Context: an optimization exercise on an open-source flow, tuned for small area. The choices shown serve that exercise and are no tape-out recipe.
The RTL was checked by simulation tests, not by an equivalence proof against the original design.

==> flow/design.v (outline; a module is shown in full before it is edited, if it fits) <==
// module multiplier: 4725 lines
// module fa_cell: 4 lines
// module ao22_cell: 3 lines
// module and2_cell: 3 lines
// module fa1_cell: 4 lines
// module ha_cell: 4 lines
// module mul_unit: 48 lines
module mul_unit (
    input wire clk,
    input wire A_flag,
    input wire U_flag,
    input wire LongMul,
    input wire [31:0] Rm_data,
    input wire [31:0] Rs_data,
    input wire [31:0] Rn_data,
    input wire [31:0] RdHi_data,
    input wire [31:0] RdLo_data,
    input wire [3:0] cpsr_flags,
    output wire [31:0] result_lo,
    output wire [31:0] result_hi,
    output wire [3:0] flags_out
);
  // ...
==> flow/flow/run.sh <==
#!/bin/bash
set -euo pipefail
bash standard.sh "BUFFER_PORTS_ARGS=-buffer_cell sky130_fd_sc_hd__buf_1" "CTS_ARGS=-sink_clustering_enable -repair_clock_nets -dont_use_dummy_load -buf_list sky130_fd_sc_hd__clkbuf_8" finish > standard_flow.log 2>&1
==> flow/standard.sh <==
#!/bin/bash
# synth_recipe.tcl (not shown) runs the flow's synth.tcl, then flattens the netlist and writes it again
# the make line also repeats each setting of config.mk as NAME=value (left out here)
make -C /OpenROAD-flow-scripts/flow DESIGN_CONFIG=/design/flow/config.mk WORK_HOME=/design/flow/orfs CLKGATE_MAP_FILE= SYNTH_SCRIPT=/design/flow/synth_recipe.tcl "${@:-finish}"
==> flow/config.mk <==
export PLATFORM = sky130hd
export DESIGN_NAME = mul_unit
export DESIGN_NICKNAME = mul_unit
export VERILOG_FILES = /design/flow/design.v
export SDC_FILE = /design/flow/constraint.sdc
export NUM_CORES = 4
export LEC_CHECK = 0
export ABC_AREA = 1
export CAP_MARGIN = 20
export CORE_MARGIN = 2
export CORE_UTILIZATION = 40
export SLEW_MARGIN = 20
export SYNTH_HIERARCHICAL = 1
export SYNTH_MINIMUM_KEEP_SIZE = 0
==> flow/constraint.sdc <==
create_clock -name core_clock -period 14.0 [get_ports {clk}]
set_input_delay 2.8000 -clock core_clock [delete_from_list [all_inputs] [get_ports {clk}]]
set_output_delay 2.8000 -clock core_clock [all_outputs]
set_load 0.01 [all_outputs]
==> impl_metrics.tcl, run 1 <==
set metrics [dict create \
    tightestPinTransition_ps 1000 \
    grt.met3_usage_pct 7.23 \
    grt_pass1_wl_um 148000 \
    ys_top_cells_by_area "fa_1 (40%), xor2_1 (18%), o22ai_1 (12%), dfxtp_1 (9.7%), ha_1 (6.0%)" \
    reg2regPathDepth 0 \
    numPortBuffers 232 \
    layout_commonest_cell "fa_1" \
    end_kind "flop" \
    synthMuxAreaShare_pct 0.544 \
    first_pass_iters 6 \
    num-clock-buffers 17 \
    io_pins 236 \
    rows 96 \
    fp.dieW_um 267 \
    multi_input_area_um2 22900 \
    status "no timing/DRC/antenna violations" \
    critical-path-max-stage-delay_ps 650 \
    yosys_warnings 7 \
    cts_resized 0 \
    crit_buf_inv 4 \
    fin_setup_tns_ps 0 \
    skew_ps 25.0 \
    antenna_found_initial 3 \
    dp.cells 3697 \
    grtUsageTotal_pct 27.8 \
    worst_setup_path_start_kind "primary input" \
    period_share_pct 89.7 \
    synth_top_area_share_pct 40.2 \
    yosys.area.top_type "fa_1" \
    synthArstFlopShare_pct 0 \
    dr.max_layer_used "met4" \
    syn-cell-area_um2 27600 \
    grt_pass1_vias 24600 \
    fin_area_um2 29300 \
    clk_latency_ps 530 \
    n_antenna_cell 3 \
    layout_setup_ws_ps 1440 \
    required_ps 14460 \
]
==> run 2: changes to the inputs <==
--- a/flow/config.mk
+++ b/flow/config.mk
@@ -10,4 +10,5 @@
 export CORE_MARGIN = 2
 export CORE_UTILIZATION = 40
+export PLACE_DENSITY = 0.8
 export SLEW_MARGIN = 20
 export SYNTH_HIERARCHICAL = 1
==> impl_metrics.tcl, run 2 <==
set metrics [dict create \
    status "no timing/DRC/antenna violations" \
    drc 0 \
    cp-endpoint "res_q[53]" \
    cts_setup_buffers 0 \
    place.gp.congestion 0.973 \
    dp.cells 3689 \
    grt_pass1_vias 24500 \
    rr_endpoint "res_qq[11]" \
    ys_ff_latch 134 \
    end_kind "flop" \
    cts_root_buffer "clkbuf_8" \
    grt_remaining_overflow 0 \
    first_pass_iters 9 \
    clock-sinks 134 \
    period_share_pct 90.5 \
    yosys.area.top_type "fa_1" \
    hp-class "flop to flop" \
    ys.flop_type "dfxtp_1" \
    ant_nets 0 \
    fin_crit_ps 12670 \
    cts.clk_slew.worst_paths_ps 90 \
    slowest_stage "fa_1" \
    path_class "primary input to flop" \
    die_y_um 267 \
    post-route-util_pct 42.6 \
    synth_edf_count 0 \
    tritoncts.num_buffers 17 \
    hold_violations 0 \
    syn-cell-area_um2 27600 \
    avgSynthCellArea_um2 9.86 \
    use_met2_pct 41.2 \
    dpl_cell_area_um2 29000 \
    fin_nets 3681 \
    reg_top3 "res_q x64, res_qq x64" \
    viasPerCell 6.29 \
    grt_pass1_wl_um 143000 \
    grtUsageMet1_pct 30.4 \
    startpoint "Rs_data[1]" \
    crit_path_max_fanout 16 \
    fin_area_um2 29200 \
    fp.dieW_um 267 \
    wl_um 93700 \
    rsz0062_at_grt "no" \
    syn_inst 2802 \
    cts_resized 0 \
    ys_top_cells_by_area "fa_1 (40%), xor2_1 (18%), o22ai_1 (12%), dfxtp_1 (9.7%), ha_1 (6.0%)" \
    rrSetupSlack_ps 13590 \
    worst_setup_path_start_kind "primary input" \
    cts_hold_buffers 0 \
    maxCapViolations 0 \
    required_ps 14460 \
    cts_tree "done" \
    final_cell_mix "fa_1 (554), xor2_1 (552), o22ai_1 (511)" \
    core_region_area_um2 68500 \
    rows 96 \
    slew_headroom_pct 32.0 \
    yosysMostFrequentCell "fa_1" \
    synthArstFlopShare_pct 0 \
    arrival_ps 13130 \
    grtUsageTotal_pct 26.6 \
    yosys_warnings 7 \
    clk_latency_ps 540 \
    hpwl_um 68100 \
    synth_top_area_share_pct 40.2 \
    vias 23300 \
    grt_max_degree 36 \
    crit_path_frequent_cell "fa_1" \
    synth-seq-area-share_pct 9.71 \
    reg2regPathDepth 0 \
    grt.busiest_layer "met2" \
    area_growth_pct 5.70 \
    htreeDepth 4 \
    fmax_ghz 0.0789 \
    skew_ps 18.8 \
    grt.met3_usage_pct 11.3 \
    n_fill_cell 6436 \
    routedWlPerCell_um 25.3 \
    drive_gt1_share_pct 6.55 \
    fp.dieArea_um2 71200 \
    drt_iter0_markers 3467 \
    cts_buffer_depth 2 \
    fin_setup_tns_ps 0 \
    antenna_found_initial 4 \
    io_pins 236 \
    start_util_pct 40.3 \
    synth_cell_types 33 \
    numPortBuffers 232 \
    final_max_slew_viol_count 0 \
    synth_commonest_cells "fa_1 (554), xor2_1 (552), o22ai_1 (511)" \
    rr_startpoint "res_q[11]" \
    layout_commonest_cell "fa_1" \
    syn_nets 3657 \
    critical-path-max-stage-delay_ps 640 \
    holdWs_ps 309 \
    final_cells 3709 \
    tightestPinTransition_ps 1020 \
    setup_violations 0 \
]
## run 2: cell families after synthesis
logic type | Yosys count | share of synthesized area (%)
adders and majority gates | 687 | 46.2
and+or+nand+nor | 341 | 5.24
xor gates and xnor gates | 576 | 18.3
muxes | 15 | 0.544
DFF | 134 | 9.71
buffers and inverters | 495 | 7.62
AOI/OAI and AO/OA | 554 | 12.4
## run 2: how the worst min path moves through the flow
stage | to | slack (ps) | cells after the start | from
6_report | res_qq[61] | 310 | 0 | res_q[61]
3_5_place_dp | res_qq[10] | 310 | 0 | res_q[10]
4_1_cts | res_qq[20] | 310 | 0 | res_q[20]
2_1_floorplan | c_qq | 310 | 0 | c_q
5_1_grt | res_qq[61] | 320 | 0 | res_q[61]
3_3_place_gp | res_qq[63] | 310 | 0 | res_q[63]
## run 2: layout make-up
| cell class | count | area, um2 | area share [%] |
|---|---|---|---|
| diodes | 3 | 7.51 | 0.0257 |
| clock buffers | 17 | 234 | 0.801 |
| inverters | 167 | 627 | 2.15 |
| multi-input cells | 2173 | 22900 | 78.4 |
| flip-flops and latches | 134 | 2680 | 9.19 |
| well taps | 882 | 1100 | 3.78 |
| repair buffers | 333 | 1650 | 5.65 |
## run 2: modules after synthesis, one instance, submodules excluded
module	area, um2	cells	flip-flops and latches
and2_cell	7.51	2	0
multiplier	12300	1836	0
ao22_cell	11.3	3	0
fa_cell	20.0	1	0
mul_unit	2940	196	134
ha_cell	12.5	1	0
## run 2: layer usage
metal,up-vias,share of wire (%)
met5,-,0.034
met3,701,15
li1,9251,-
met1,11200,33
met2,2185,44
met4,4,7.9
## run 2: metrics by stage
stage,setup slack [ps]
floorplan,1620
global placement,862
detailed placement,708
CTS,1310
global route,710
finish,1330
## run 2: critical path: cells and delay by family
family	cells	cell delay (ps)
AOI/OAI and AO/OA	4	640
xor gates and xnor gates	2	310
adders and majority gates	17	6850
buffers and inverters	6	800
and+or+nand+nor	20	1690

[afterwards: timing with drivers on the ports]
The results above use ideal ports. As a check the final layouts listed here were re-extracted and re-timed, cells and wires unchanged.
Step 1, drivers: a clkbuf_16 drives clk and a buf_2 each remaining input, both assumed.
Step 2, shift: input delay + t, output delay - t, t = (earliest + latest rising clock arrival at the registers) / 2. This alone moves slack from input paths to output paths.
a / b / c = ideal / step 1 / step 2; a / b = the first two.
run | t, ns | setup slack, ns | latest minus earliest clock arrival (ns) | slew at the worst register clock pin (ns) | cell pins on the clock port's net
run 1 | 0.589 | 1.445 / 1.449 / 0.860 | 0.039 / 0.038 | 0.10 / 0.10 | 1
run 2 | 0.582 | 1.329 / 1.331 / 0.749 | 0.042 / 0.042 | 0.09 / 0.09 | 1
After both steps setup and hold are still met in every run listed. For run 1, which loses most, drivers alone change the setup slack by +0.004 ns; drivers and shift together by -0.585 ns.
